From an optimization exercise on the open Yosys and OpenROAD flow, aimed at small area; shortcuts taken in it are not production practice.
Only simulation tests tie the RTL to the original design; equivalence was not proved.

--- flow/design.v ---
module jtcps2_sbox(
    input  [ 7:0] din,
    input  [ 5:0] key,
    output [ 1:0] dout
);
parameter [127:0] LUT=128'd0;
parameter [ 17:0] LOC=24'd0;
parameter [  5:0] OK=6'd0;
wire [5:0] dex;
wire [5:0] addr;
generate
    genvar aux;
    for( aux=0; aux<6; aux=aux+1 ) begin : mux
        if( OK[aux] )
            assign dex[aux] = din[ LOC[ 3*(aux+1)-1:3*aux ] ];
        else
            assign dex[aux] = 0;
    end
endgenerate
assign addr = dex ^ key;
assign dout = { LUT[{addr,1'b1}], LUT[{addr,1'b0}] };
endmodule
module jtcps2_sbox_fn1_r1(
    input  [ 7:0] din,
    input  [23:0] key,
    output [ 7:0] dout
);
    jtcps2_sbox #(
        .LUT( {
        2'd3, 2'd1, 2'd0, 2'd2, 2'd3, 2'd1, 2'd3, 2'd2, 
        2'd2, 2'd2, 2'd3, 2'd2, 2'd1, 2'd2, 2'd2, 2'd1, 
        2'd0, 2'd0, 2'd1, 2'd0, 2'd0, 2'd3, 2'd1, 2'd1, 
        2'd1, 2'd3, 2'd1, 2'd3, 2'd0, 2'd0, 2'd2, 2'd2, 
        2'd2, 2'd1, 2'd1, 2'd1, 2'd2, 2'd3, 2'd3, 2'd2, 
        2'd2, 2'd2, 2'd3, 2'd1, 2'd2, 2'd1, 2'd1, 2'd1, 
        2'd2, 2'd1, 2'd3, 2'd0, 2'd3, 2'd0, 2'd2, 2'd3, 
        2'd1, 2'd1, 2'd0, 2'd1, 2'd0, 2'd2, 2'd2, 2'd0
        } ),
        .LOC( { 3'd0, 3'd0, 3'd6, 3'd5, 3'd4, 3'd3 } ),
        .OK ( 6'b00_1111 ))
    u_sbox_fn1_r1_0(
        .din ( din                  ),
        .key ( key[ 5:0 ]           ),
        .dout( { dout[6], dout[3] } )
    );
    jtcps2_sbox #(
        .LUT( {
        2'd0, 2'd0, 2'd3, 2'd2, 2'd3, 2'd1, 2'd3, 2'd2, 
        2'd2, 2'd2, 2'd3, 2'd1, 2'd1, 2'd3, 2'd2, 2'd3, 
        2'd1, 2'd2, 2'd1, 2'd0, 2'd2, 2'd1, 2'd1, 2'd1, 
        2'd1, 2'd3, 2'd3, 2'd3, 2'd2, 2'd3, 2'd1, 2'd0, 
        2'd3, 2'd3, 2'd3, 2'd0, 2'd3, 2'd2, 2'd2, 2'd1, 
        2'd2, 2'd0, 2'd0, 2'd0, 2'd3, 2'd1, 2'd3, 2'd2, 
        2'd3, 2'd2, 2'd0, 2'd0, 2'd0, 2'd1, 2'd2, 2'd1, 
        2'd1, 2'd1, 2'd1, 2'd2, 2'd2, 2'd2, 2'd0, 2'd3
        } ),
        .LOC( { 3'd0, 3'd7, 3'd4, 3'd2, 3'd1, 3'd0 } ),
        .OK ( 6'b01_1111 ))
    u_sbox_fn1_r1_1(
        .din ( din                  ),
        .key ( key[11:6 ]           ),
        .dout( { dout[7], dout[2] } )
    );
    jtcps2_sbox #(
        .LUT( {
        2'd0, 2'd0, 2'd0, 2'd2, 2'd2, 2'd0, 2'd2, 2'd1, 
        2'd1, 2'd1, 2'd3, 2'd1, 2'd3, 2'd2, 2'd1, 2'd3, 
        2'd0, 2'd1, 2'd2, 2'd0, 2'd1, 2'd0, 2'd1, 2'd2, 
        2'd0, 2'd2, 2'd0, 2'd1, 2'd2, 2'd1, 2'd3, 2'd2, 
        2'd0, 2'd1, 2'd0, 2'd0, 2'd1, 2'd0, 2'd2, 2'd0, 
        2'd2, 2'd0, 2'd3, 2'd2, 2'd1, 2'd0, 2'd1, 2'd0, 
        2'd3, 2'd2, 2'd3, 2'd3, 2'd0, 2'd2, 2'd1, 2'd3, 
        2'd2, 2'd2, 2'd0, 2'd1, 2'd1, 2'd3, 2'd0, 2'd3
        } ),
        .LOC( { 3'd7, 3'd6, 3'd3, 3'd2, 3'd1, 3'd0 } ),
        .OK ( 6'b11_1111 ))
    u_sbox_fn1_r1_2(
        .din ( din                  ),
        .key ( key[17:12]           ),
        .dout( { dout[1], dout[0] } )
    );
    jtcps2_sbox #(
        .LUT( {
        2'd3, 2'd3, 2'd1, 2'd1, 2'd0, 2'd3, 2'd0, 2'd0, 
        2'd3, 2'd3, 2'd1, 2'd2, 2'd0, 2'd2, 2'd3, 2'd3, 
        2'd0, 2'd2, 2'd3, 2'd2, 2'd2, 2'd1, 2'd1, 2'd3, 
        2'd1, 2'd0, 2'd1, 2'd0, 2'd1, 2'd0, 2'd1, 2'd2, 
        2'd2, 2'd0, 2'd0, 2'd0, 2'd3, 2'd1, 2'd0, 2'd1, 
        2'd0, 2'd1, 2'd2, 2'd3, 2'd3, 2'd1, 2'd2, 2'd2, 
        2'd1, 2'd2, 2'd3, 2'd1, 2'd2, 2'd3, 2'd2, 2'd1, 
        2'd1, 2'd2, 2'd2, 2'd0, 2'd3, 2'd0, 2'd2, 2'd3
        } ),
        .LOC( { 3'd7, 3'd6, 3'd5, 3'd3, 3'd1, 3'd0 } ),
        .OK ( 6'b11_1111 ))
    u_sbox_fn1_r1_3(
        .din ( din                  ),
        .key ( key[23:18]           ),
        .dout( { dout[5], dout[4] } )
    );
endmodule
module jtcps2_sbox_fn1_r2(
    input  [ 7:0] din,
    input  [23:0] key,
    output [ 7:0] dout
);
    jtcps2_sbox #(
        .LUT( {
        2'd0, 2'd3, 2'd1, 2'd0, 2'd2, 2'd1, 2'd2, 2'd1, 
        2'd2, 2'd2, 2'd1, 2'd0, 2'd3, 2'd1, 2'd0, 2'd3, 
        2'd2, 2'd1, 2'd2, 2'd3, 2'd1, 2'd0, 2'd3, 2'd3, 
        2'd0, 2'd2, 2'd1, 2'd0, 2'd1, 2'd2, 2'd2, 2'd0, 
        2'd2, 2'd1, 2'd3, 2'd2, 2'd2, 2'd3, 2'd2, 2'd3, 
        2'd3, 2'd3, 2'd1, 2'd3, 2'd3, 2'd0, 2'd3, 2'd1, 
        2'd3, 2'd1, 2'd2, 2'd0, 2'd1, 2'd0, 2'd3, 2'd0, 
        2'd1, 2'd3, 2'd0, 2'd3, 2'd0, 2'd2, 2'd3, 2'd3
        } ),
        .LOC( { 3'd0, 3'd6, 3'd3, 3'd2, 3'd1, 3'd0 } ),
        .OK ( 6'b01_1111 ))
    u_sbox_fn1_r2_0(
        .din ( din                  ),
        .key ( key[ 5:0 ]           ),
        .dout( { dout[6], dout[1] } )
    );
    jtcps2_sbox #(
        .LUT( {
        2'd0, 2'd2, 2'd0, 2'd3, 2'd2, 2'd3, 2'd0, 2'd2, 
        2'd3, 2'd1, 2'd2, 2'd1, 2'd3, 2'd2, 2'd1, 2'd0, 
        2'd3, 2'd0, 2'd1, 2'd2, 2'd1, 2'd2, 2'd1, 2'd2, 
        2'd3, 2'd2, 2'd0, 2'd1, 2'd0, 2'd2, 2'd2, 2'd2, 
        2'd3, 2'd1, 2'd2, 2'd3, 2'd2, 2'd1, 2'd0, 2'd1, 
        2'd0, 2'd1, 2'd2, 2'd2, 2'd1, 2'd0, 2'd3, 2'd3, 
        2'd2, 2'd3, 2'd2, 2'd0, 2'd0, 2'd2, 2'd0, 2'd1, 
        2'd1, 2'd0, 2'd3, 2'd1, 2'd2, 2'd3, 2'd2, 2'd1
        } ),
        .LOC( { 3'd0, 3'd7, 3'd6, 3'd5, 3'd4, 3'd2 } ),
        .OK ( 6'b01_1111 ))
    u_sbox_fn1_r2_1(
        .din ( din                  ),
        .key ( key[11:6 ]           ),
        .dout( { dout[7], dout[5] } )
    );
    jtcps2_sbox #(
        .LUT( {
        2'd3, 2'd1, 2'd3, 2'd2, 2'd3, 2'd0, 2'd0, 2'd2, 
        2'd2, 2'd1, 2'd1, 2'd1, 2'd2, 2'd2, 2'd2, 2'd1, 
        2'd0, 2'd0, 2'd1, 2'd1, 2'd2, 2'd3, 2'd3, 2'd1, 
        2'd0, 2'd3, 2'd1, 2'd3, 2'd0, 2'd3, 2'd1, 2'd1, 
        2'd2, 2'd2, 2'd2, 2'd3, 2'd3, 2'd3, 2'd0, 2'd1, 
        2'd3, 2'd2, 2'd2, 2'd2, 2'd1, 2'd3, 2'd1, 2'd1, 
        2'd0, 2'd0, 2'd3, 2'd1, 2'd2, 2'd2, 2'd2, 2'd0, 
        2'd1, 2'd0, 2'd1, 2'd1, 2'd2, 2'd0, 2'd1, 2'd0
        } ),
        .LOC( { 3'd7, 3'd5, 3'd4, 3'd3, 3'd2, 3'd1 } ),
        .OK ( 6'b11_1111 ))
    u_sbox_fn1_r2_2(
        .din ( din                  ),
        .key ( key[17:12]           ),
        .dout( { dout[3], dout[0] } )
    );
    jtcps2_sbox #(
        .LUT( {
        2'd3, 2'd3, 2'd2, 2'd1, 2'd0, 2'd1, 2'd3, 2'd1, 
        2'd1, 2'd1, 2'd1, 2'd0, 2'd1, 2'd0, 2'd1, 2'd0, 
        2'd3, 2'd1, 2'd1, 2'd2, 2'd2, 2'd2, 2'd1, 2'd2, 
        2'd0, 2'd2, 2'd3, 2'd0, 2'd3, 2'd3, 2'd3, 2'd1, 
        2'd0, 2'd3, 2'd0, 2'd3, 2'd0, 2'd3, 2'd0, 2'd0, 
        2'd0, 2'd1, 2'd2, 2'd1, 2'd0, 2'd3, 2'd3, 2'd1, 
        2'd1, 2'd3, 2'd0, 2'd1, 2'd1, 2'd1, 2'd2, 2'd1, 
        2'd0, 2'd2, 2'd3, 2'd3, 2'd3, 2'd0, 2'd1, 2'd2
        } ),
        .LOC( { 3'd7, 3'd6, 3'd4, 3'd3, 3'd1, 3'd0 } ),
        .OK ( 6'b11_1111 ))
    u_sbox_fn1_r2_3(
        .din ( din                  ),
        .key ( key[23:18]           ),
        .dout( { dout[4], dout[2] } )
    );
endmodule
module jtcps2_sbox_fn1_r3(
    input  [ 7:0] din,
    input  [23:0] key,
    output [ 7:0] dout
);
    jtcps2_sbox #(
        .LUT( {
        2'd3, 2'd3, 2'd3, 2'd3, 2'd3, 2'd1, 2'd3, 2'd0, 
        2'd0, 2'd0, 2'd2, 2'd0, 2'd1, 2'd0, 2'd0, 2'd2, 
        2'd3, 2'd3, 2'd1, 2'd0, 2'd2, 2'd3, 2'd1, 2'd0, 
        2'd3, 2'd3, 2'd2, 2'd1, 2'd1, 2'd0, 2'd0, 2'd3, 
        2'd3, 2'd2, 2'd0, 2'd0, 2'd0, 2'd0, 2'd0, 2'd3, 
        2'd0, 2'd1, 2'd2, 2'd2, 2'd3, 2'd2, 2'd1, 2'd0, 
        2'd2, 2'd3, 2'd0, 2'd0, 2'd0, 2'd2, 2'd0, 2'd2, 
        2'd0, 2'd1, 2'd1, 2'd3, 2'd3, 2'd0, 2'd0, 2'd0
        } ),
        .LOC( { 3'd0, 3'd7, 3'd6, 3'd5, 3'd1, 3'd0 } ),
        .OK ( 6'b01_1111 ))
    u_sbox_fn1_r3_0(
        .din ( din                  ),
        .key ( key[ 5:0 ]           ),
        .dout( { dout[5], dout[0] } )
    );
    jtcps2_sbox #(
        .LUT( {
        2'd3, 2'd1, 2'd1, 2'd1, 2'd2, 2'd0, 2'd3, 2'd1, 
        2'd3, 2'd1, 2'd2, 2'd0, 2'd3, 2'd2, 2'd2, 2'd1, 
        2'd0, 2'd1, 2'd2, 2'd0, 2'd1, 2'd3, 2'd2, 2'd3, 
        2'd0, 2'd3, 2'd3, 2'd2, 2'd1, 2'd2, 2'd0, 2'd3, 
        2'd1, 2'd2, 2'd2, 2'd1, 2'd2, 2'd0, 2'd1, 2'd0, 
        2'd0, 2'd1, 2'd1, 2'd1, 2'd3, 2'd2, 2'd0, 2'd1, 
        2'd2, 2'd0, 2'd2, 2'd3, 2'd0, 2'd3, 2'd2, 2'd2, 
        2'd0, 2'd3, 2'd2, 2'd0, 2'd3, 2'd2, 2'd3, 2'd2
        } ),
        .LOC( { 3'd0, 3'd7, 3'd6, 3'd4, 3'd3, 3'd2 } ),
        .OK ( 6'b01_1111 ))
    u_sbox_fn1_r3_1(
        .din ( din                  ),
        .key ( key[11:6 ]           ),
        .dout( { dout[7], dout[6] } )
    );
    jtcps2_sbox #(
        .LUT( {
        2'd0, 2'd0, 2'd0, 2'd2, 2'd3, 2'd0, 2'd0, 2'd0, 
        2'd0, 2'd3, 2'd2, 2'd0, 2'd0, 2'd1, 2'd1, 2'd3, 
        2'd0, 2'd3, 2'd1, 2'd0, 2'd2, 2'd1, 2'd1, 2'd3, 
        2'd2, 2'd1, 2'd0, 2'd0, 2'd2, 2'd1, 2'd1, 2'd2, 
        2'd0, 2'd3, 2'd0, 2'd0, 2'd0, 2'd2, 2'd1, 2'd3, 
        2'd2, 2'd0, 2'd0, 2'd2, 2'd0, 2'd1, 2'd3, 2'd2, 
        2'd1, 2'd0, 2'd0, 2'd2, 2'd2, 2'd2, 2'd1, 2'd2, 
        2'd2, 2'd1, 2'd3, 2'd1, 2'd1, 2'd2, 2'd0, 2'd3
        } ),
        .LOC( { 3'd6, 3'd5, 3'd4, 3'd3, 3'd2, 3'd0 } ),
        .OK ( 6'b11_1111 ))
    u_sbox_fn1_r3_2(
        .din ( din                  ),
        .key ( key[17:12]           ),
        .dout( { dout[4], dout[1] } )
    );
    jtcps2_sbox #(
        .LUT( {
        2'd0, 2'd1, 2'd1, 2'd3, 2'd0, 2'd3, 2'd2, 2'd0, 
        2'd1, 2'd3, 2'd2, 2'd2, 2'd3, 2'd3, 2'd3, 2'd0, 
        2'd0, 2'd1, 2'd2, 2'd2, 2'd2, 2'd3, 2'd2, 2'd1, 
        2'd1, 2'd2, 2'd0, 2'd3, 2'd0, 2'd3, 2'd3, 2'd1, 
        2'd2, 2'd3, 2'd3, 2'd0, 2'd1, 2'd2, 2'd2, 2'd0, 
        2'd0, 2'd1, 2'd1, 2'd3, 2'd3, 2'd0, 2'd1, 2'd1, 
        2'd1, 2'd1, 2'd1, 2'd0, 2'd1, 2'd2, 2'd3, 2'd3, 
        2'd2, 2'd3, 2'd1, 2'd2, 2'd0, 2'd0, 2'd1, 2'd0
        } ),
        .LOC( { 3'd7, 3'd5, 3'd3, 3'd2, 3'd1, 3'd0 } ),
        .OK ( 6'b11_1111 ))
    u_sbox_fn1_r3_3(
        .din ( din                  ),
        .key ( key[23:18]           ),
        .dout( { dout[3], dout[2] } )
    );
endmodule
module jtcps2_sbox_fn1_r4(
    input  [ 7:0] din,
    input  [23:0] key,
    output [ 7:0] dout
);
    jtcps2_sbox #(
        .LUT( {
        2'd0, 2'd3, 2'd3, 2'd1, 2'd0, 2'd3, 2'd1, 2'd3, 
        2'd0, 2'd3, 2'd1, 2'd2, 2'd0, 2'd0, 2'd0, 2'd2, 
        2'd2, 2'd1, 2'd0, 2'd2, 2'd3, 2'd2, 2'd1, 2'd3, 
        2'd2, 2'd3, 2'd1, 2'd2, 2'd3, 2'd0, 2'd1, 2'd0, 
        2'd2, 2'd1, 2'd0, 2'd2, 2'd3, 2'd2, 2'd3, 2'd0, 
        2'd3, 2'd2, 2'd1, 2'd2, 2'd1, 2'd0, 2'd3, 2'd3, 
        2'd2, 2'd0, 2'd2, 2'd1, 2'd0, 2'd3, 2'd2, 2'd3, 
        2'd3, 2'd1, 2'd0, 2'd1, 2'd1, 2'd1, 2'd1, 2'd1
        } ),
        .LOC( { 3'd7, 3'd5, 3'd4, 3'd3, 3'd2, 3'd1 } ),
        .OK ( 6'b11_1111 ))
    u_sbox_fn1_r4_0(
        .din ( din                  ),
        .key ( key[ 5:0 ]           ),
        .dout( { dout[4], dout[0] } )
    );
    jtcps2_sbox #(
        .LUT( {
        2'd0, 2'd1, 2'd2, 2'd2, 2'd3, 2'd3, 2'd1, 2'd0, 
        2'd0, 2'd1, 2'd1, 2'd3, 2'd1, 2'd0, 2'd3, 2'd0, 
        2'd1, 2'd0, 2'd2, 2'd0, 2'd2, 2'd0, 2'd3, 2'd0, 
        2'd3, 2'd0, 2'd3, 2'd2, 2'd0, 2'd3, 2'd1, 2'd1, 
        2'd0, 2'd0, 2'd3, 2'd3, 2'd2, 2'd2, 2'd0, 2'd1, 
        2'd0, 2'd2, 2'd0, 2'd0, 2'd1, 2'd3, 2'd2, 2'd2, 
        2'd2, 2'd1, 2'd3, 2'd0, 2'd3, 2'd1, 2'd3, 2'd3, 
        2'd2, 2'd0, 2'd1, 2'd0, 2'd0, 2'd0, 2'd0, 2'd3
        } ),
        .LOC( { 3'd6, 3'd5, 3'd3, 3'd2, 3'd1, 3'd0 } ),
        .OK ( 6'b11_1111 ))
    u_sbox_fn1_r4_1(
        .din ( din                  ),
        .key ( key[11:6 ]           ),
        .dout( { dout[3], dout[1] } )
    );
    jtcps2_sbox #(
        .LUT( {
        2'd0, 2'd3, 2'd1, 2'd1, 2'd3, 2'd3, 2'd2, 2'd1, 
        2'd3, 2'd0, 2'd3, 2'd2, 2'd1, 2'd1, 2'd1, 2'd2, 
        2'd1, 2'd0, 2'd0, 2'd2, 2'd2, 2'd0, 2'd1, 2'd1, 
        2'd2, 2'd2, 2'd2, 2'd0, 2'd3, 2'd2, 2'd0, 2'd3, 
        2'd0, 2'd1, 2'd0, 2'd0, 2'd1, 2'd0, 2'd2, 2'd3, 
        2'd2, 2'd3, 2'd3, 2'd2, 2'd2, 2'd1, 2'd0, 2'd3, 
        2'd0, 2'd3, 2'd0, 2'd0, 2'd2, 2'd3, 2'd0, 2'd2, 
        2'd1, 2'd3, 2'd1, 2'd0, 2'd2, 2'd1, 2'd1, 2'd0
        } ),
        .LOC( { 3'd7, 3'd6, 3'd5, 3'd4, 3'd2, 3'd0 } ),
        .OK ( 6'b11_1111 ))
    u_sbox_fn1_r4_2(
        .din ( din                  ),
        .key ( key[17:12]           ),
        .dout( { dout[6], dout[2] } )
    );
    jtcps2_sbox #(
        .LUT( {
        2'd0, 2'd0, 2'd3, 2'd2, 2'd1, 2'd2, 2'd2, 2'd2, 
        2'd0, 2'd0, 2'd0, 2'd3, 2'd0, 2'd0, 2'd1, 2'd3, 
        2'd0, 2'd3, 2'd2, 2'd3, 2'd2, 2'd3, 2'd3, 2'd0, 
        2'd1, 2'd1, 2'd2, 2'd1, 2'd3, 2'd1, 2'd1, 2'd1, 
        2'd3, 2'd3, 2'd1, 2'd2, 2'd0, 2'd0, 2'd2, 2'd3, 
        2'd3, 2'd2, 2'd2, 2'd0, 2'd3, 2'd3, 2'd1, 2'd0, 
        2'd2, 2'd0, 2'd2, 2'd3, 2'd1, 2'd1, 2'd2, 2'd2, 
        2'd3, 2'd0, 2'd1, 2'd0, 2'd2, 2'd2, 2'd1, 2'd0
        } ),
        .LOC( { 3'd7, 3'd6, 3'd4, 3'd3, 3'd1, 3'd0 } ),
        .OK ( 6'b11_1111 ))
    u_sbox_fn1_r4_3(
        .din ( din                  ),
        .key ( key[23:18]           ),
        .dout( { dout[7], dout[5] } )
    );
endmodule
module jtcps2_sbox_fn2_r1(
    input  [ 7:0] din,
    input  [23:0] key,
    output [ 7:0] dout
);
    jtcps2_sbox #(
        .LUT( {
        2'd1, 2'd3, 2'd1, 2'd1, 2'd3, 2'd1, 2'd2, 2'd2, 
        2'd1, 2'd1, 2'd3, 2'd0, 2'd2, 2'd0, 2'd1, 2'd1, 
        2'd2, 2'd1, 2'd0, 2'd3, 2'd2, 2'd0, 2'd3, 2'd0, 
        2'd3, 2'd3, 2'd2, 2'd2, 2'd1, 2'd0, 2'd1, 2'd0, 
        2'd0, 2'd3, 2'd1, 2'd2, 2'd0, 2'd3, 2'd2, 2'd2, 
        2'd2, 2'd0, 2'd2, 2'd0, 2'd2, 2'd1, 2'd0, 2'd2, 
        2'd1, 2'd0, 2'd2, 2'd3, 2'd1, 2'd0, 2'd1, 2'd1, 
        2'd3, 2'd0, 2'd0, 2'd3, 2'd0, 2'd2, 2'd0, 2'd2
        } ),
        .LOC( { 3'd0, 3'd7, 3'd5, 3'd4, 3'd3, 3'd0 } ),
        .OK ( 6'b01_1111 ))
    u_sbox_fn2_r1_0(
        .din ( din                  ),
        .key ( key[ 5:0 ]           ),
        .dout( { dout[7], dout[6] } )
    );
    jtcps2_sbox #(
        .LUT( {
        2'd0, 2'd3, 2'd1, 2'd1, 2'd1, 2'd3, 2'd2, 2'd2, 
        2'd3, 2'd3, 2'd3, 2'd0, 2'd2, 2'd1, 2'd1, 2'd3, 
        2'd2, 2'd1, 2'd1, 2'd0, 2'd1, 2'd0, 2'd2, 2'd2, 
        2'd2, 2'd2, 2'd2, 2'd2, 2'd3, 2'd1, 2'd3, 2'd1, 
        2'd1, 2'd1, 2'd3, 2'd3, 2'd3, 2'd1, 2'd0, 2'd2, 
        2'd2, 2'd2, 2'd2, 2'd0, 2'd2, 2'd2, 2'd3, 2'd1, 
        2'd0, 2'd0, 2'd1, 2'd1, 2'd0, 2'd2, 2'd0, 2'd3, 
        2'd1, 2'd0, 2'd2, 2'd0, 2'd3, 2'd0, 2'd1, 2'd1
        } ),
        .LOC( { 3'd0, 3'd6, 3'd4, 3'd3, 3'd2, 3'd1 } ),
        .OK ( 6'b01_1111 ))
    u_sbox_fn2_r1_1(
        .din ( din                  ),
        .key ( key[11:6 ]           ),
        .dout( { dout[5], dout[3] } )
    );
    jtcps2_sbox #(
        .LUT( {
        2'd3, 2'd1, 2'd1, 2'd3, 2'd1, 2'd2, 2'd3, 2'd1, 
        2'd0, 2'd2, 2'd3, 2'd2, 2'd0, 2'd0, 2'd0, 2'd3, 
        2'd1, 2'd0, 2'd3, 2'd2, 2'd3, 2'd2, 2'd0, 2'd0, 
        2'd0, 2'd2, 2'd0, 2'd0, 2'd1, 2'd1, 2'd0, 2'd2, 
        2'd2, 2'd0, 2'd0, 2'd0, 2'd2, 2'd1, 2'd3, 2'd2, 
        2'd1, 2'd0, 2'd0, 2'd2, 2'd1, 2'd3, 2'd2, 2'd1, 
        2'd1, 2'd2, 2'd1, 2'd0, 2'd1, 2'd2, 2'd2, 2'd1, 
        2'd3, 2'd3, 2'd3, 2'd3, 2'd2, 2'd2, 2'd0, 2'd1
        } ),
        .LOC( { 3'd7, 3'd6, 3'd5, 3'd4, 3'd2, 3'd1 } ),
        .OK ( 6'b11_1111 ))
    u_sbox_fn2_r1_2(
        .din ( din                  ),
        .key ( key[17:12]           ),
        .dout( { dout[4], dout[1] } )
    );
    jtcps2_sbox #(
        .LUT( {
        2'd0, 2'd2, 2'd2, 2'd3, 2'd1, 2'd0, 2'd3, 2'd0, 
        2'd0, 2'd0, 2'd3, 2'd1, 2'd2, 2'd1, 2'd3, 2'd3, 
        2'd2, 2'd2, 2'd2, 2'd0, 2'd1, 2'd0, 2'd0, 2'd3, 
        2'd1, 2'd2, 2'd1, 2'd0, 2'd0, 2'd0, 2'd3, 2'd2, 
        2'd1, 2'd0, 2'd3, 2'd3, 2'd0, 2'd0, 2'd0, 2'd3, 
        2'd2, 2'd0, 2'd0, 2'd1, 2'd3, 2'd0, 2'd3, 2'd2, 
        2'd1, 2'd2, 2'd3, 2'd3, 2'd1, 2'd1, 2'd2, 2'd3, 
        2'd1, 2'd3, 2'd2, 2'd3, 2'd0, 2'd3, 2'd3, 2'd1
        } ),
        .LOC( { 3'd7, 3'd6, 3'd5, 3'd3, 3'd2, 3'd0 } ),
        .OK ( 6'b11_1111 ))
    u_sbox_fn2_r1_3(
        .din ( din                  ),
        .key ( key[23:18]           ),
        .dout( { dout[2], dout[0] } )
    );
endmodule
module jtcps2_sbox_fn2_r2(
    input  [ 7:0] din,
    input  [23:0] key,
    output [ 7:0] dout
);
    jtcps2_sbox #(
        .LUT( {
        2'd0, 2'd1, 2'd1, 2'd2, 2'd1, 2'd2, 2'd1, 2'd1, 
        2'd0, 2'd0, 2'd2, 2'd0, 2'd0, 2'd3, 2'd3, 2'd0, 
        2'd2, 2'd0, 2'd1, 2'd1, 2'd1, 2'd2, 2'd1, 2'd3, 
        2'd0, 2'd3, 2'd3, 2'd1, 2'd1, 2'd2, 2'd2, 2'd2, 
        2'd3, 2'd2, 2'd0, 2'd2, 2'd2, 2'd2, 2'd1, 2'd3, 
        2'd3, 2'd2, 2'd3, 2'd2, 2'd1, 2'd0, 2'd1, 2'd1, 
        2'd3, 2'd0, 2'd3, 2'd1, 2'd1, 2'd0, 2'd0, 2'd3, 
        2'd1, 2'd3, 2'd0, 2'd3, 2'd0, 2'd3, 2'd1, 2'd3
        } ),
        .LOC( { 3'd0, 3'd0, 3'd6, 3'd4, 3'd2, 3'd0 } ),
        .OK ( 6'b00_1111 ))
    u_sbox_fn2_r2_0(
        .din ( din                  ),
        .key ( key[ 5:0 ]           ),
        .dout( { dout[6], dout[4] } )
    );
    jtcps2_sbox #(
        .LUT( {
        2'd0, 2'd2, 2'd1, 2'd0, 2'd0, 2'd3, 2'd1, 2'd1, 
        2'd3, 2'd0, 2'd3, 2'd3, 2'd2, 2'd0, 2'd1, 2'd3, 
        2'd3, 2'd2, 2'd0, 2'd2, 2'd1, 2'd2, 2'd0, 2'd2, 
        2'd1, 2'd1, 2'd0, 2'd2, 2'd1, 2'd0, 2'd3, 2'd2, 
        2'd0, 2'd1, 2'd0, 2'd2, 2'd2, 2'd1, 2'd2, 2'd3, 
        2'd3, 2'd3, 2'd1, 2'd2, 2'd2, 2'd1, 2'd3, 2'd0, 
        2'd3, 2'd2, 2'd0, 2'd2, 2'd1, 2'd1, 2'd1, 2'd3, 
        2'd2, 2'd1, 2'd2, 2'd3, 2'd3, 2'd0, 2'd3, 2'd0
        } ),
        .LOC( { 3'd7, 3'd6, 3'd5, 3'd4, 3'd3, 3'd1 } ),
        .OK ( 6'b11_1111 ))
    u_sbox_fn2_r2_1(
        .din ( din                  ),
        .key ( key[11:6 ]           ),
        .dout( { dout[3], dout[0] } )
    );
    jtcps2_sbox #(
        .LUT( {
        2'd1, 2'd2, 2'd0, 2'd1, 2'd2, 2'd3, 2'd2, 2'd1, 
        2'd2, 2'd2, 2'd0, 2'd2, 2'd2, 2'd3, 2'd0, 2'd3, 
        2'd3, 2'd0, 2'd3, 2'd2, 2'd1, 2'd0, 2'd2, 2'd1, 
        2'd1, 2'd1, 2'd0, 2'd1, 2'd2, 2'd2, 2'd3, 2'd3, 
        2'd1, 2'd3, 2'd2, 2'd1, 2'd1, 2'd0, 2'd0, 2'd3, 
        2'd0, 2'd1, 2'd1, 2'd2, 2'd3, 2'd2, 2'd2, 2'd1, 
        2'd3, 2'd0, 2'd1, 2'd1, 2'd2, 2'd2, 2'd2, 2'd1, 
        2'd0, 2'd1, 2'd2, 2'd3, 2'd1, 2'd2, 2'd0, 2'd0
        } ),
        .LOC( { 3'd7, 3'd5, 3'd4, 3'd3, 3'd1, 3'd0 } ),
        .OK ( 6'b11_1111 ))
    u_sbox_fn2_r2_2(
        .din ( din                  ),
        .key ( key[17:12]           ),
        .dout( { dout[7], dout[1] } )
    );
    jtcps2_sbox #(
        .LUT( {
        2'd0, 2'd2, 2'd3, 2'd2, 2'd2, 2'd1, 2'd0, 2'd0, 
        2'd3, 2'd1, 2'd0, 2'd1, 2'd0, 2'd1, 2'd1, 2'd1, 
        2'd1, 2'd3, 2'd2, 2'd3, 2'd0, 2'd2, 2'd3, 2'd0, 
        2'd0, 2'd0, 2'd1, 2'd1, 2'd3, 2'd3, 2'd3, 2'd2, 
        2'd2, 2'd1, 2'd2, 2'd2, 2'd0, 2'd0, 2'd2, 2'd2, 
        2'd1, 2'd3, 2'd2, 2'd1, 2'd3, 2'd2, 2'd3, 2'd3, 
        2'd0, 2'd3, 2'd2, 2'd3, 2'd0, 2'd2, 2'd3, 2'd1, 
        2'd0, 2'd2, 2'd2, 2'd0, 2'd2, 2'd1, 2'd2, 2'd0
        } ),
        .LOC( { 3'd7, 3'd6, 3'd5, 3'd3, 3'd2, 3'd1 } ),
        .OK ( 6'b11_1111 ))
    u_sbox_fn2_r2_3(
        .din ( din                  ),
        .key ( key[23:18]           ),
        .dout( { dout[5], dout[2] } )
    );
endmodule
module jtcps2_sbox_fn2_r3(
    input  [ 7:0] din,
    input  [23:0] key,
    output [ 7:0] dout
);
    jtcps2_sbox #(
        .LUT( {
        2'd1, 2'd3, 2'd3, 2'd2, 2'd0, 2'd1, 2'd2, 2'd1, 
        2'd0, 2'd3, 2'd3, 2'd3, 2'd0, 2'd0, 2'd0, 2'd0, 
        2'd0, 2'd2, 2'd3, 2'd3, 2'd3, 2'd2, 2'd2, 2'd0, 
        2'd2, 2'd2, 2'd3, 2'd1, 2'd1, 2'd2, 2'd1, 2'd1, 
        2'd2, 2'd1, 2'd2, 2'd3, 2'd2, 2'd0, 2'd1, 2'd1, 
        2'd0, 2'd0, 2'd1, 2'd3, 2'd3, 2'd0, 2'd2, 2'd0, 
        2'd1, 2'd0, 2'd0, 2'd3, 2'd3, 2'd1, 2'd2, 2'd2, 
        2'd3, 2'd1, 2'd3, 2'd2, 2'd1, 2'd2, 2'd1, 2'd2
        } ),
        .LOC( { 3'd0, 3'd0, 3'd6, 3'd4, 3'd3, 3'd2 } ),
        .OK ( 6'b00_1111 ))
    u_sbox_fn2_r3_0(
        .din ( din                  ),
        .key ( key[ 5:0 ]           ),
        .dout( { dout[5], dout[3] } )
    );
    jtcps2_sbox #(
        .LUT( {
        2'd0, 2'd0, 2'd3, 2'd2, 2'd2, 2'd2, 2'd0, 2'd1, 
        2'd3, 2'd3, 2'd0, 2'd2, 2'd3, 2'd1, 2'd3, 2'd1, 
        2'd0, 2'd0, 2'd2, 2'd0, 2'd0, 2'd1, 2'd0, 2'd2, 
        2'd2, 2'd0, 2'd0, 2'd1, 2'd2, 2'd0, 2'd0, 2'd3, 
        2'd2, 2'd1, 2'd1, 2'd0, 2'd2, 2'd3, 2'd2, 2'd2, 
        2'd3, 2'd2, 2'd1, 2'd0, 2'd1, 2'd3, 2'd1, 2'd3, 
        2'd0, 2'd3, 2'd0, 2'd1, 2'd1, 2'd1, 2'd0, 2'd2, 
        2'd0, 2'd3, 2'd0, 2'd1, 2'd3, 2'd3, 2'd2, 2'd3
        } ),
        .LOC( { 3'd0, 3'd7, 3'd5, 3'd3, 3'd1, 3'd0 } ),
        .OK ( 6'b01_1111 ))
    u_sbox_fn2_r3_1(
        .din ( din                  ),
        .key ( key[11:6 ]           ),
        .dout( { dout[2], dout[0] } )
    );
    jtcps2_sbox #(
        .LUT( {
        2'd1, 2'd3, 2'd3, 2'd0, 2'd1, 2'd2, 2'd0, 2'd2, 
        2'd0, 2'd3, 2'd1, 2'd3, 2'd2, 2'd2, 2'd2, 2'd3, 
        2'd1, 2'd2, 2'd3, 2'd2, 2'd0, 2'd3, 2'd1, 2'd0, 
        2'd2, 2'd1, 2'd0, 2'd0, 2'd2, 2'd2, 2'd2, 2'd1, 
        2'd2, 2'd0, 2'd0, 2'd0, 2'd1, 2'd2, 2'd2, 2'd3, 
        2'd3, 2'd0, 2'd3, 2'd0, 2'd3, 2'd1, 2'd3, 2'd2, 
        2'd2, 2'd3, 2'd2, 2'd1, 2'd3, 2'd1, 2'd0, 2'd0, 
        2'd0, 2'd3, 2'd3, 2'd2, 2'd0, 2'd1, 2'd2, 2'd2
        } ),
        .LOC( { 3'd7, 3'd5, 3'd3, 3'd2, 3'd1, 3'd0 } ),
        .OK ( 6'b11_1111 ))
    u_sbox_fn2_r3_2(
        .din ( din                  ),
        .key ( key[17:12]           ),
        .dout( { dout[6], dout[1] } )
    );
    jtcps2_sbox #(
        .LUT( {
        2'd1, 2'd1, 2'd2, 2'd2, 2'd0, 2'd3, 2'd2, 2'd0, 
        2'd3, 2'd3, 2'd2, 2'd2, 2'd0, 2'd2, 2'd2, 2'd3, 
        2'd2, 2'd3, 2'd2, 2'd2, 2'd0, 2'd0, 2'd1, 2'd2, 
        2'd1, 2'd1, 2'd1, 2'd2, 2'd0, 2'd1, 2'd3, 2'd3, 
        2'd2, 2'd1, 2'd1, 2'd1, 2'd3, 2'd3, 2'd1, 2'd0, 
        2'd2, 2'd1, 2'd1, 2'd2, 2'd1, 2'd1, 2'd1, 2'd0, 
        2'd0, 2'd2, 2'd2, 2'd1, 2'd1, 2'd0, 2'd1, 2'd3, 
        2'd3, 2'd1, 2'd2, 2'd0, 2'd2, 2'd3, 2'd2, 2'd1
        } ),
        .LOC( { 3'd7, 3'd6, 3'd5, 3'd4, 3'd2, 3'd0 } ),
        .OK ( 6'b11_1111 ))
    u_sbox_fn2_r3_3(
        .din ( din                  ),
        .key ( key[23:18]           ),
        .dout( { dout[7], dout[4] } )
    );
endmodule
module jtcps2_sbox_fn2_r4(
    input  [ 7:0] din,
    input  [23:0] key,
    output [ 7:0] dout
);
    jtcps2_sbox #(
        .LUT( {
        2'd0, 2'd1, 2'd1, 2'd3, 2'd3, 2'd1, 2'd1, 2'd1, 
        2'd3, 2'd3, 2'd0, 2'd2, 2'd1, 2'd0, 2'd1, 2'd1, 
        2'd1, 2'd3, 2'd2, 2'd1, 2'd1, 2'd0, 2'd0, 2'd2, 
        2'd3, 2'd1, 2'd3, 2'd2, 2'd0, 2'd2, 2'd0, 2'd3, 
        2'd1, 2'd0, 2'd2, 2'd3, 2'd2, 2'd2, 2'd3, 2'd3, 
        2'd2, 2'd0, 2'd3, 2'd2, 2'd0, 2'd2, 2'd1, 2'd0, 
        2'd2, 2'd0, 2'd1, 2'd0, 2'd2, 2'd1, 2'd1, 2'd1, 
        2'd3, 2'd3, 2'd1, 2'd2, 2'd1, 2'd1, 2'd0, 2'd2
        } ),
        .LOC( { 3'd0, 3'd7, 3'd6, 3'd3, 3'd1, 3'd0 } ),
        .OK ( 6'b01_1111 ))
    u_sbox_fn2_r4_0(
        .din ( din                  ),
        .key ( key[ 5:0 ]           ),
        .dout( { dout[3], dout[0] } )
    );
    jtcps2_sbox #(
        .LUT( {
        2'd2, 2'd0, 2'd1, 2'd2, 2'd3, 2'd1, 2'd2, 2'd3, 
        2'd2, 2'd3, 2'd3, 2'd0, 2'd2, 2'd1, 2'd0, 2'd0, 
        2'd0, 2'd3, 2'd1, 2'd0, 2'd1, 2'd0, 2'd3, 2'd3, 
        2'd3, 2'd1, 2'd3, 2'd2, 2'd2, 2'd1, 2'd2, 2'd2, 
        2'd3, 2'd3, 2'd2, 2'd3, 2'd2, 2'd0, 2'd1, 2'd2, 
        2'd0, 2'd1, 2'd2, 2'd0, 2'd1, 2'd0, 2'd1, 2'd1, 
        2'd0, 2'd1, 2'd0, 2'd1, 2'd2, 2'd2, 2'd2, 2'd0, 
        2'd1, 2'd3, 2'd3, 2'd0, 2'd1, 2'd2, 2'd2, 2'd1
        } ),
        .LOC( { 3'd6, 3'd5, 3'd4, 3'd2, 3'd1, 3'd0 } ),
        .OK ( 6'b11_1111 ))
    u_sbox_fn2_r4_1(
        .din ( din                  ),
        .key ( key[11:6 ]           ),
        .dout( { dout[7], dout[4] } )
    );
    jtcps2_sbox #(
        .LUT( {
        2'd3, 2'd1, 2'd1, 2'd2, 2'd3, 2'd0, 2'd0, 2'd1, 
        2'd2, 2'd3, 2'd2, 2'd1, 2'd2, 2'd1, 2'd0, 2'd0, 
        2'd3, 2'd1, 2'd0, 2'd1, 2'd0, 2'd2, 2'd3, 2'd3, 
        2'd1, 2'd1, 2'd3, 2'd0, 2'd0, 2'd1, 2'd3, 2'd0, 
        2'd2, 2'd1, 2'd2, 2'd0, 2'd1, 2'd2, 2'd2, 2'd3, 
        2'd1, 2'd2, 2'd2, 2'd2, 2'd1, 2'd0, 2'd1, 2'd3, 
        2'd2, 2'd3, 2'd0, 2'd0, 2'd1, 2'd1, 2'd2, 2'd0, 
        2'd0, 2'd3, 2'd2, 2'd3, 2'd1, 2'd2, 2'd3, 2'd2
        } ),
        .LOC( { 3'd7, 3'd5, 3'd4, 3'd3, 3'd2, 3'd0 } ),
        .OK ( 6'b11_1111 ))
    u_sbox_fn2_r4_2(
        .din ( din                  ),
        .key ( key[17:12]           ),
        .dout( { dout[2], dout[1] } )
    );
    jtcps2_sbox #(
        .LUT( {
        2'd1, 2'd2, 2'd3, 2'd1, 2'd0, 2'd0, 2'd3, 2'd2, 
        2'd3, 2'd1, 2'd2, 2'd3, 2'd2, 2'd0, 2'd3, 2'd0, 
        2'd2, 2'd3, 2'd1, 2'd1, 2'd3, 2'd0, 2'd1, 2'd0, 
        2'd3, 2'd3, 2'd1, 2'd2, 2'd2, 2'd0, 2'd3, 2'd1, 
        2'd0, 2'd3, 2'd0, 2'd2, 2'd3, 2'd2, 2'd2, 2'd3, 
        2'd0, 2'd2, 2'd0, 2'd1, 2'd2, 2'd3, 2'd0, 2'd1, 
        2'd3, 2'd0, 2'd0, 2'd2, 2'd1, 2'd1, 2'd3, 2'd3, 
        2'd1, 2'd2, 2'd2, 2'd2, 2'd3, 2'd0, 2'd0, 2'd2
        } ),
        .LOC( { 3'd7, 3'd6, 3'd5, 3'd4, 3'd3, 3'd2 } ),
        .OK ( 6'b11_1111 ))
    u_sbox_fn2_r4_3(
        .din ( din                  ),
        .key ( key[23:18]           ),
        .dout( { dout[6], dout[5] } )
    );
endmodule
module jtcps2_fn1(
    input             clk,
    input      [15:0] din,
    input      [63:0] key,
    output reg [15:0] dout
);
reg  [95:0] full_keys;
reg  [23:0] key1, key2, key3, key4;
wire [ 7:0] pre_r1, pre_r2, pre_r3, pre_r4;
wire [ 7:0] r0, r1, r2, r3, r4,
            l0, l1, l2, l3, l4;
wire [15:0] pre_out;
reg  [ 7:0] latch_r3;
assign r1 = pre_r1 ^ l0;
assign r2 = pre_r2 ^ l1;
assign r3 = latch_r3 ^ l2;
assign r4 = pre_r4 ^ l3;
assign pre_out = { l4, r4 };
assign l0 = { din[12], din[11], din[ 9], din[8], din[5], din[3], din[1], din[ 0] };
assign r0 = { din[14], din[15], din[13], din[2], din[7], din[6], din[4], din[10] };
assign l1 = r0;
assign l2 = r1;
assign l3 = r2;
assign l4 = r3;
always @(posedge clk) begin
    {
    dout[14], dout[15], dout[13], dout[ 2],
    dout[ 7], dout[ 6], dout[ 4], dout[10],
    dout[12], dout[11], dout[ 9], dout[ 8],
    dout[ 5], dout[ 3], dout[ 1], dout[ 0]
    } <= pre_out;
    latch_r3 <= pre_r3;
end
always @(*) begin
    full_keys = {
        key[17], key[44], key[28], key[52], key[31], key[ 2], key[14], key[23],
        key[40], key[45], key[42], key[26], key[ 7], key[22], key[63], key[24],
        key[ 9], key[54], key[57], key[51], key[56], key[62], key[61], key[59],
        key[ 2], key[48], key[29], key[62], key[11], key[13], key[25], key[38],
        key[51], key[45], key[ 4], key[ 5], key[46], key[16], key[44], key[50],
        key[ 1], key[63], key[15], key[ 8], key[18], key[35], key[33], key[27],
        key[60], key[59], key[54], key[55], key[ 8], key[20], key[53], key[57],
        key[37], key[46], key[47], key[18], key[25], key[52], key[41], key[21],
        key[14], key[43], key[42], key[ 6], key[35], key[32], key[13], key[48],
        key[21], key[61], key[12], key[34], key[ 6], key[43], key[39], key[27],
        key[19], key[23], key[41], key[10], key[53], key[ 5], key[16], key[ 3],
        key[30], key[22], key[31], key[ 0], key[36], key[49], key[58], key[33]
    };
    full_keys[5:4  ] = full_keys[5:4  ] ^ full_keys[2:1 ];
    full_keys[ 11  ] = full_keys[11   ] ^ full_keys[8   ];
    full_keys[24+5 ] = full_keys[24+5 ] ^ full_keys[24  ];
    full_keys[24+11] = full_keys[24+11] ^ full_keys[24+8];
    full_keys[48+5 ] = full_keys[48+5 ] ^ full_keys[48+1];
    full_keys[48+11] = full_keys[48+11] ^ full_keys[48+8];
    {key4, key3, key2, key1 } = full_keys;
end
jtcps2_sbox_fn1_r1 u_r1(
    .din    (   r0      ),
    .key    ( key1      ),
    .dout   ( pre_r1    )
);
jtcps2_sbox_fn1_r2 u_r2(
    .din    (   r1      ),
    .key    ( key2      ),
    .dout   ( pre_r2    )
);
jtcps2_sbox_fn1_r3 u_r3(
    .din    (   r2      ),
    .key    ( key3      ),
    .dout   ( pre_r3    )
);
jtcps2_sbox_fn1_r4 u_r4(
    .din    (   r3      ),
    .key    ( key4      ),
    .dout   ( pre_r4    )
);
endmodule
module jtcps2_fn2(
    input          clk,
    input   [15:0] din,
    input   [15:0] key,
    input   [63:0] master_key,
    output  [15:0] dout
);
reg  [63:0] kext, kpre;
reg  [95:0] full_keys;
reg  [23:0] key1, key2, key3, key4;
wire [ 7:0] pre_r1, pre_r2, pre_r3, pre_r4;
wire [ 7:0] r0, r1, r2, r3, r4,
            l0, l1, l2, l3, l4;
wire [15:0] pre_out;
reg  [ 7:0] latch_r3;
assign r1 = pre_r1 ^ l0;
assign r2 = pre_r2 ^ l1;
assign r3 = latch_r3 ^ l2;
assign r4 = pre_r4 ^ l3;
assign pre_out = { l4, r4 };
assign l0 = { din[11], din[12], din[15], din[8], din[10], din[9], din[5], din[3] };
assign r0 = { din[ 7], din[14], din[ 4], din[1], din[13], din[2], din[0], din[6] };
assign l1 = r0;
assign l2 = r1;
assign l3 = r2;
assign l4 = r3;
assign {
    dout[ 7], dout[14], dout[ 4], dout[ 1],
    dout[13], dout[ 2], dout[ 0], dout[ 6],
    dout[11], dout[12], dout[15], dout[ 8],
    dout[10], dout[ 9], dout[ 5], dout[ 3]
} = pre_out;
always @(posedge clk) begin
    latch_r3 <= pre_r3;
end
always @(*) begin
    kpre = {
        key[ 3], key[13], key[ 6], key[ 8], key[ 9], key[ 0], key[15], key[ 1],
        key[10], key[ 2], key[ 5], key[ 4], key[ 7], key[12], key[11], key[14],
        key[ 3], key[14], key[ 5], key[13], key[ 8], key[15], key[ 7], key[11],
        key[ 1], key[12], key[ 9], key[ 6], key[ 0], key[ 2], key[10], key[ 4],
        key[ 3], key[15], key[ 0], key[ 8], key[10], key[ 6], key[ 1], key[ 4],
        key[14], key[ 9], key[11], key[13], key[ 2], key[ 7], key[12], key[ 5],
        key[11], key[13], key[ 7], key[12], key[ 2], key[ 3], key[ 8], key[ 1],
        key[ 6], key[15], key[ 0], key[ 4], key[ 9], key[14], key[10], key[ 5]
    };
    kext = kpre ^ master_key;
    full_keys = {
        kext[26], kext[ 8], kext[28], kext[23], kext[52], kext[55], kext[33], kext[21],
        kext[ 2], kext[44], kext[45], kext[51], kext[49], kext[14], kext[59], kext[ 3],
        kext[35], kext[50], kext[ 0], kext[10], kext[48], kext[53], kext[30], kext[12],
        kext[32], kext[59], kext[60], kext[48], kext[62], kext[56], kext[16], kext[33],
        kext[63], kext[11], kext[36], kext[24], kext[27], kext[26], kext[41], kext[31],
        kext[57], kext[49], kext[30], kext[12], kext[39], kext[29], kext[37], kext[46],
        kext[19], kext[ 2], kext[ 7], kext[22], kext[42], kext[15], kext[ 4], kext[ 5],
        kext[57], kext[55], kext[38], kext[47], kext[25], kext[17], kext[61], kext[56],
        kext[ 3], kext[31], kext[40], kext[54], kext[62], kext[16], kext[23], kext[63],
        kext[19], kext[39], kext[43], kext[11], kext[ 6], kext[15], kext[60], kext[20],
        kext[ 1], kext[18], kext[58], kext[29], kext[ 7], kext[28], kext[13], kext[47],
        kext[61], kext[38], kext[54], kext[44], kext[24], kext[32], kext[ 9], kext[34]
    };
    full_keys[  5  ] = full_keys[5    ] ^ full_keys[0   ];
    full_keys[ 11  ] = full_keys[11   ] ^ full_keys[6   ];
    full_keys[24+5 ] = full_keys[24+5 ] ^ full_keys[24  ];
    full_keys[24+4 ] = full_keys[24+4 ] ^ full_keys[24+1];
    full_keys[48+5 ] = full_keys[48+5 ] ^ full_keys[48+2];
    full_keys[48+4 ] = full_keys[48+4 ] ^ full_keys[48+3];
    full_keys[48+11] = full_keys[48+11] ^ full_keys[48+7];
    full_keys[72+5 ] = full_keys[72+5 ] ^ full_keys[72+1];
    {key4, key3, key2, key1 } = full_keys;
end
jtcps2_sbox_fn2_r1 u_r1(
    .din    (   r0      ),
    .key    ( key1      ),
    .dout   ( pre_r1    )
);
jtcps2_sbox_fn2_r2 u_r2(
    .din    (   r1      ),
    .key    ( key2      ),
    .dout   ( pre_r2    )
);
jtcps2_sbox_fn2_r3 u_r3(
    .din    (   r2      ),
    .key    ( key3      ),
    .dout   ( pre_r3    )
);
jtcps2_sbox_fn2_r4 u_r4(
    .din    (   r3      ),
    .key    ( key4      ),
    .dout   ( pre_r4    )
);
endmodule
module jtcps2_keyload(
    input             clk,
    input             rst,
    input      [ 7:0] din,
    input             din_we,
    output     [15:0] addr_rng,
    output     [63:0] key,
    output            dec_en
);
reg          last_din_we;
wire [159:0] cfg;
reg  [159:0] raw;
reg          dec_en_reg;
always @(posedge clk, posedge rst) begin
    if( rst ) begin
        last_din_we <= 0;
        raw <= 160'd0;
        dec_en_reg <= 0;
    end else begin
        last_din_we <= din_we;
        if( din_we && !last_din_we ) begin
            raw <= { din, raw[159:8] };
        end
        dec_en_reg <= (addr_rng[15:0] != ~16'h0);
    end
end
assign dec_en   = dec_en_reg;
assign key      = cfg[63:0];
assign addr_rng = cfg[159:144];
assign cfg={
raw[ 10], raw[ 11], raw[ 12], raw[ 13], raw[ 14], raw[ 15], raw[  0], raw[  1],
raw[  2], raw[  3], raw[  4], raw[  5], raw[  6], raw[  7], raw[152], raw[153],
raw[ 26], raw[ 27], raw[ 28], raw[ 29], raw[ 30], raw[ 31], raw[ 16], raw[ 17],
raw[ 18], raw[ 19], raw[ 20], raw[ 21], raw[ 22], raw[ 23], raw[  8], raw[  9],
raw[ 42], raw[ 43], raw[ 44], raw[ 45], raw[ 46], raw[ 47], raw[ 32], raw[ 33],
raw[ 34], raw[ 35], raw[ 36], raw[ 37], raw[ 38], raw[ 39], raw[ 24], raw[ 25],
raw[ 58], raw[ 59], raw[ 60], raw[ 61], raw[ 62], raw[ 63], raw[ 48], raw[ 49],
raw[ 50], raw[ 51], raw[ 52], raw[ 53], raw[ 54], raw[ 55], raw[ 40], raw[ 41],
raw[ 74], raw[ 75], raw[ 76], raw[ 77], raw[ 78], raw[ 79], raw[ 64], raw[ 65],
raw[ 66], raw[ 67], raw[ 68], raw[ 69], raw[ 70], raw[ 71], raw[ 56], raw[ 57],
raw[ 90], raw[ 91], raw[ 92], raw[ 93], raw[ 94], raw[ 95], raw[ 80], raw[ 81],
raw[ 82], raw[ 83], raw[ 84], raw[ 85], raw[ 86], raw[ 87], raw[ 72], raw[ 73],
raw[122], raw[123], raw[124], raw[125], raw[126], raw[127], raw[112], raw[113],
raw[114], raw[115], raw[116], raw[117], raw[118], raw[119], raw[104], raw[105],
raw[106], raw[107], raw[108], raw[109], raw[110], raw[111], raw[ 96], raw[ 97],
raw[ 98], raw[ 99], raw[100], raw[101], raw[102], raw[103], raw[ 88], raw[ 89],
raw[154], raw[155], raw[156], raw[157], raw[158], raw[159], raw[144], raw[145],
raw[146], raw[147], raw[148], raw[149], raw[150], raw[151], raw[136], raw[137],
raw[138], raw[139], raw[140], raw[141], raw[142], raw[143], raw[128], raw[129],
raw[130], raw[131], raw[132], raw[133], raw[134], raw[135], raw[120], raw[121]
};
endmodule
module jtcps2_dec_ctrl(
    input             clk,
    input             rom_ok,
    output            rom_ok_out,
    input      [15:0] range,
    input      [23:1] addr,
    input      [ 2:0] fc,
    input             en,
    input      [15:0] din,
    input      [15:0] dec,
    output reg [15:0] dout
);
reg en_latch;
reg [1:0] ok_sh;
assign rom_ok_out = ok_sh[0];
wire op_fetch = fc[1:0]==2'b10;
always @(posedge clk) begin
    en_latch <= op_fetch && en && (addr[14+:10] <= range[9:0]);
    ok_sh    <= { ok_sh[0], rom_ok };
    dout     <= en_latch ? dec : din;
end
endmodule
module jtcps2_decrypt(
    input             rst,
    input             clk,
    input      [ 7:0] prog_din,
    input             prog_we,
    input      [ 2:0] fc,
    output            dec_en,
    input             rom_ok,
    output            rom_ok_out,
    input      [23:1] addr,
    input      [15:0] din,
    output     [15:0] dout
);
wire [63:0] master_key;
wire [15:0] addr_rng, dec_data, addr_key;
jtcps2_keyload u_keyload(
    .rst       ( rst           ),
    .clk       ( clk           ),
    .din       ( prog_din      ),
    .din_we    ( prog_we       ),
    .addr_rng  ( addr_rng      ),
    .key       ( master_key    ),
    .dec_en    ( dec_en        )
);
jtcps2_fn1 u_fn1(
    .clk       ( clk           ),
    .din       ( addr[16:1]    ),
    .key       ( master_key    ),
    .dout      ( addr_key      )
);
jtcps2_fn2 u_fn2(
    .clk       ( clk           ),
    .din       ( din           ),
    .master_key( master_key    ),
    .key       ( addr_key      ),
    .dout      ( dec_data      )
);
jtcps2_dec_ctrl u_ctrl(
    .clk       ( clk           ),
    .rom_ok    ( rom_ok        ),
    .rom_ok_out( rom_ok_out    ),
    .fc        ( fc            ),
    .en        ( dec_en        ),
    .addr      ( addr          ),
    .range     ( addr_rng      ),
    .din       ( din           ),
    .dec       ( dec_data      ),
    .dout      ( dout          )
);
endmodule
--- flow/run.sh ---
#!/bin/bash
# synth_recipe.tcl (not shown) runs the flow's synth.tcl, then flattens the netlist and writes it again
# the make line also repeats each setting of config.mk as NAME=value (left out here)
make -C /OpenROAD-flow-scripts/flow DESIGN_CONFIG=/design/flow/config.mk WORK_HOME=/design/flow/orfs CLKGATE_MAP_FILE= SYNTH_SCRIPT=/design/flow/synth_recipe.tcl finish
--- flow/config.mk ---
export PLATFORM = sky130hd
export DESIGN_NAME = jtcps2_decrypt
export DESIGN_NICKNAME = jtcps2_decrypt
export VERILOG_FILES = /design/flow/design.v
export SDC_FILE = /design/flow/constraint.sdc
export NUM_CORES = 4
export LEC_CHECK = 0
export ABC_AREA = 1
export CAP_MARGIN = 20
export CORE_MARGIN = 2
export CORE_UTILIZATION = 40
export SLEW_MARGIN = 20
--- flow/constraint.sdc ---
create_clock -name core_clock -period 10.0 [get_ports {clk}]
set_input_delay 2.0000 -clock core_clock [delete_from_list [all_inputs] [get_ports {clk}]]
set_output_delay 2.0000 -clock core_clock [all_outputs]
set_load 0.01 [all_outputs]
==> flow_results.xml <==
<?xml version="1.0" encoding="UTF-8"?>
<metrics>
  <group name="clocking">
    <metric name="ctsResizeCount" unit="">0</metric>
    <metric name="post_cts_setup_repair_buffer_count" unit="">0</metric>
    <metric name="register_clock_pin_slew_on_the_reported_worst_setup_and_hold_paths" unit="ps">60</metric>
    <metric name="clockBufferDepth" unit="">3</metric>
    <metric name="cts_sinks" unit="">212</metric>
    <metric name="post_cts_hold_buffers" unit="">0</metric>
    <metric name="clock_tree_root_driver_cell" unit="">clkbuf_16</metric>
    <metric name="cts_tree" unit="">yes</metric>
    <metric name="clk_latency" unit="ps">590</metric>
    <metric name="htreeDepth" unit="">1</metric>
    <metric name="tritoncts.num_buffers" unit="">26</metric>
  </group>
  <group name="sta">
    <metric name="unrepaired_setup_endpoints_after_global_routing" unit="">false</metric>
    <metric name="worst_pin_slew" unit="ps">953</metric>
    <metric name="layout_min_cycle_time" unit="ps">7010</metric>
    <metric name="max_clock_freq" unit="MHz">143</metric>
    <metric name="finalSetupViolations" unit="">0</metric>
    <metric name="relSlewSlack" unit="%">36.5</metric>
    <metric name="finalSetupTns" unit="ps">0</metric>
    <metric name="timing_max_transition_violations_final" unit="">0</metric>
    <metric name="period_share" unit="%">70.1</metric>
    <metric name="hold_violations" unit="">0</metric>
    <metric name="fin_worst_skew" unit="ps">31.0</metric>
  </group>
  <group name="yosys">
    <metric name="synth_cell_types" unit="">59</metric>
    <metric name="postSynth.topFlopCell" unit="">dfrtp_1</metric>
    <metric name="yosys-mux-area-fraction" unit="%">3.97</metric>
    <metric name="post_synth.cell_area_avg" unit="µm²">6.48</metric>
    <metric name="synth_sequential_area_ratio" unit="%">21.7</metric>
    <metric name="largest_family_of_logic_cells_by_synthesized_area" unit="">simple AND/OR/NAND/NOR gates</metric>
    <metric name="synthesis.area" unit="µm²">23200</metric>
    <metric name="synth.ff_latch_count" unit="">212</metric>
    <metric name="synthAdderAreaFrac" unit="%">10.8</metric>
    <metric name="yosys.area_share.simple" unit="%">40.4</metric>
    <metric name="synth-compound-area-share" unit="%">8.18</metric>
    <metric name="ys_warn_count" unit="">4</metric>
    <metric name="synth-async-reset-ratio" unit="%">76.4</metric>
    <metric name="synth_edf_count" unit="">0</metric>
    <metric name="synth.net_count" unit="">3842</metric>
    <metric name="postSynthCellCount" unit="">3588</metric>
    <metric name="yosys.area_share.xor_xnor" unit="%">6.76</metric>
  </group>
  <group name="placed_design">
    <metric name="dp_hpwl" unit="µm">60000</metric>
    <metric name="port-buffer-count" unit="">70</metric>
    <metric name="placedInstanceArea" unit="µm²">24500</metric>
    <metric name="finalWeightedCongestion" unit="">0.960</metric>
    <metric name="dp_cells" unit="">4347</metric>
  </group>
  <group name="finish">
    <metric name="finish.net_count" unit="">3865</metric>
    <metric name="instances_no_fill" unit="">4396</metric>
    <metric name="flow.area_growth_from_synthesis" unit="%">9.45</metric>
    <metric name="largest_register_ffs" unit="">160</metric>
    <metric name="share_of_post_route_cells_with_drive_strength_above_1" unit="%">9.80</metric>
    <metric name="antenna_cells" unit="">0</metric>
    <metric name="final_core_utilization" unit="%">44.2</metric>
    <metric name="largestRegisters" unit="">u_keyload.raw x160, u_ctrl.dout x16, u_fn1.dout x16</metric>
    <metric name="registers.top_by_ff_count" unit="">u_keyload.raw</metric>
    <metric name="layout.cell_area.non_filler" unit="µm²">25400</metric>
    <metric name="fillCellCount" unit="">5975</metric>
  </group>
  <group name="die">
    <metric name="fp.dieArea" unit="µm²">60100</metric>
    <metric name="die_height" unit="µm">245</metric>
    <metric name="std_cell_rows" unit="">88</metric>
    <metric name="core-area" unit="µm²">57600</metric>
    <metric name="initial_utilization" unit="%">40.4</metric>
    <metric name="ioPinCount" unit="">72</metric>
    <metric name="die-width" unit="µm">245</metric>
  </group>
  <group name="setup_path">
    <metric name="longest_individual_stage_delay_on_the_worst_path" unit="ps">650</metric>
    <metric name="worst-endpoint-required" unit="ps">10470</metric>
    <metric name="cell_with_the_largest_stage_delay_on_the_worst_path" unit="">clkdlybuf4s50_1</metric>
    <metric name="critical_path.startpoint" unit="">din[0]</metric>
    <metric name="timing.rr.start" unit="">u_keyload.raw[127]</metric>
    <metric name="cp_max_fo" unit="">8</metric>
    <metric name="critPathCaptureType" unit="">register</metric>
    <metric name="critical-path-top-cell-by-count" unit="">nand2_1</metric>
    <metric name="worstSetupStartpointType" unit="">input pin</metric>
    <metric name="worst_ep_arrival_time" unit="ps">7480</metric>
    <metric name="path_class" unit="">input pin to register</metric>
  </group>
  <group name="grt">
    <metric name="grt-ovfl-total" unit="">0</metric>
    <metric name="grt_max_degree" unit="">91</metric>
    <metric name="antenna_violations_before_repair" unit="">0</metric>
    <metric name="groute.usage.overall" unit="%">24.6</metric>
    <metric name="grt_pass1_wl" unit="µm">116000</metric>
    <metric name="via_count_of_the_first_global_routing_pass" unit="">20600</metric>
  </group>
  <group name="drt">
    <metric name="detail_route.iter0.violations" unit="">2172</metric>
    <metric name="ratio_of_routed_vias_to_standard_cells" unit="">5.26</metric>
    <metric name="drc" unit="">0</metric>
    <metric name="totalWireLength" unit="µm">75000</metric>
    <metric name="detail_route.wl_per_cell" unit="µm">17.1</metric>
    <metric name="drt_first_pass_iters" unit="">6</metric>
    <metric name="detailed_route_via_count" unit="">23100</metric>
    <metric name="drt.antenna.violating_nets" unit="">0</metric>
  </group>
  <group name="hold_path">
    <metric name="hold_path_class" unit="">register to register</metric>
    <metric name="startpoint_of_the_most_critical_hold_path" unit="">u_keyload.raw[94]</metric>
  </group>
  <group name="outcome">
    <metric name="run_status" unit="">finished clean</metric>
  </group>
  <group name="flow_run">
    <metric name="max-cap-violations" unit="">0</metric>
  </group>
</metrics>
## worst max-delay path: cells and delay by family
kind                       cells  cell delay [ps]
AOI/OAI and AO/OA              1              130
adders and majority gates      3              830
and+or+nand+nor               26             2880
buffers and inverters          7             1600
## per-stage QoR
step | hold WS, ps | setup slack, ps
2_1_floorplan | 449 | 3620
3_3_place_gp | 474 | 2490
3_5_place_dp | 485 | 2470
4_1_cts | 498 | 3050
5_1_grt | 508 | 2420
6_report | 491 | 2990
## layout make-up
cell class | count | area [µm²] | share of cell area (%)
multi-input cells | 2902 | 16300 | 64.1
flip-flops and latches | 212 | 5050 | 19.9
inverters | 394 | 1490 | 5.85
well taps | 765 | 957 | 3.76
repair buffers | 75 | 758 | 2.98
clock buffers | 32 | 703 | 2.76
clock inverters | 16 | 185 | 0.728
## cell usage after synthesis, drive strengths merged, types with 6 or more instances
library cell	count	area, µm²
nand2	1361	5490
nand3	609	3160
inv	390	1470
ha	200	2500
o21ai	167	836
dfrtp	162	4050
nor2	112	430
xnor2	85	801
mux2	82	923
a21oi	81	405
xor2	73	771
o211ai	53	408
dfxtp	50	1000
buf	40	263
clkbuf	40	158
or2	15	96.4
nand3b	12	93.8
nand4	11	68.8
a31oi	9	56.3
o2111ai	6	52.6
## routing by layer
layer	routed length (µm)	global-route usage, %	share of wire (%)	vias to the layer above
li1	-	-	-	11700
met1	33000	32.9	44	10500
met2	34400	40.9	46	803
met3	4750	2.69	6.3	157
met4	2830	8.46	3.8	0
met5	0	0	0	-
## cells in the final DEF, fill, tap and decap left out, types with 4 or more instances in the layout
| cell | count |
|---|---|
| dfxtp_1 | 50 |
| xnor2_2 | 5 |
| o221ai_1 | 4 |
| nand2_4 | 18 |
| inv_1 | 340 |
| mux2_2 | 82 |
| nor2_2 | 4 |
| o211ai_1 | 51 |
| ha_1 | 200 |
| nand4_1 | 11 |
| dfrtp_1 | 162 |
| nor2_1 | 108 |
| clkbuf_16 | 26 |
| o2111ai_1 | 6 |
| nand3_1 | 589 |
| or2_2 | 6 |
| clkinv_2 | 5 |
| nor3_1 | 4 |
| o21ai_0 | 135 |
| a21oi_1 | 81 |
| nand2_2 | 101 |
| inv_6 | 5 |
| o21ai_1 | 32 |
| xnor2_1 | 79 |
| xor2_1 | 60 |
| a31oi_1 | 9 |
| inv_2 | 48 |
| nand2_1 | 1242 |
| nand3b_1 | 11 |
| nand3_2 | 18 |
| buf_4 | 4 |
| xor2_2 | 10 |
| or2_1 | 6 |
| clkdlybuf4s50_1 | 70 |
## cell families after synthesis
group	after synthesis
and+or+nand+nor	2128
xor gates and xnor gates	158
adders and majority gates	200
buffers and inverters	474
muxes	82
DFF	212
AOI/OAI and AO/OA	334
## path summary, 6_finish.rpt
path | to | depth (start not counted) | slack [ps]
worst max-delay path | u_fn2.latch_r3[2] | 37 | 2990
worst min-delay path | u_keyload.raw[94] | 2 | 490
worst max register to register | u_fn1.latch_r3[4] | 30 | 4710
worst min register to register | u_keyload.raw[94] | 2 | 490
min in group asynchronous | u_keyload.raw[15] | 2 | 1970
max in group asynchronous | u_keyload.raw[26] | 4 | 6810

==> port drivers added, routing unchanged <==
The results above use ideal ports. As a check the final layout listed here was re-extracted and re-timed, cells and wires unchanged. Step 1 assumes that a clkbuf_16 drives the clock port and a buf_2 every other input. Step 2 adds t to the input delays and takes it off the output delays; t is the mean of the earliest and latest rising clock arrival at the registers after step 1. Input paths then give back, and output paths get back, about the clock's delay inside the block. Three values: no drivers, after step 1, after step 2; two values: the first two.
t, ns: 0.629
slack for setup (ns): 2.986 / 3.020 / 2.391
hold slack, ns: 0.491 / 0.491 / 0.491
worst setup path after step 2: input to register
pins driven straight from the clock port: 1
After both steps setup and hold are still met in this run. The setup slack of this run moves by +0.034 ns with the drivers and by -0.595 ns with both steps.
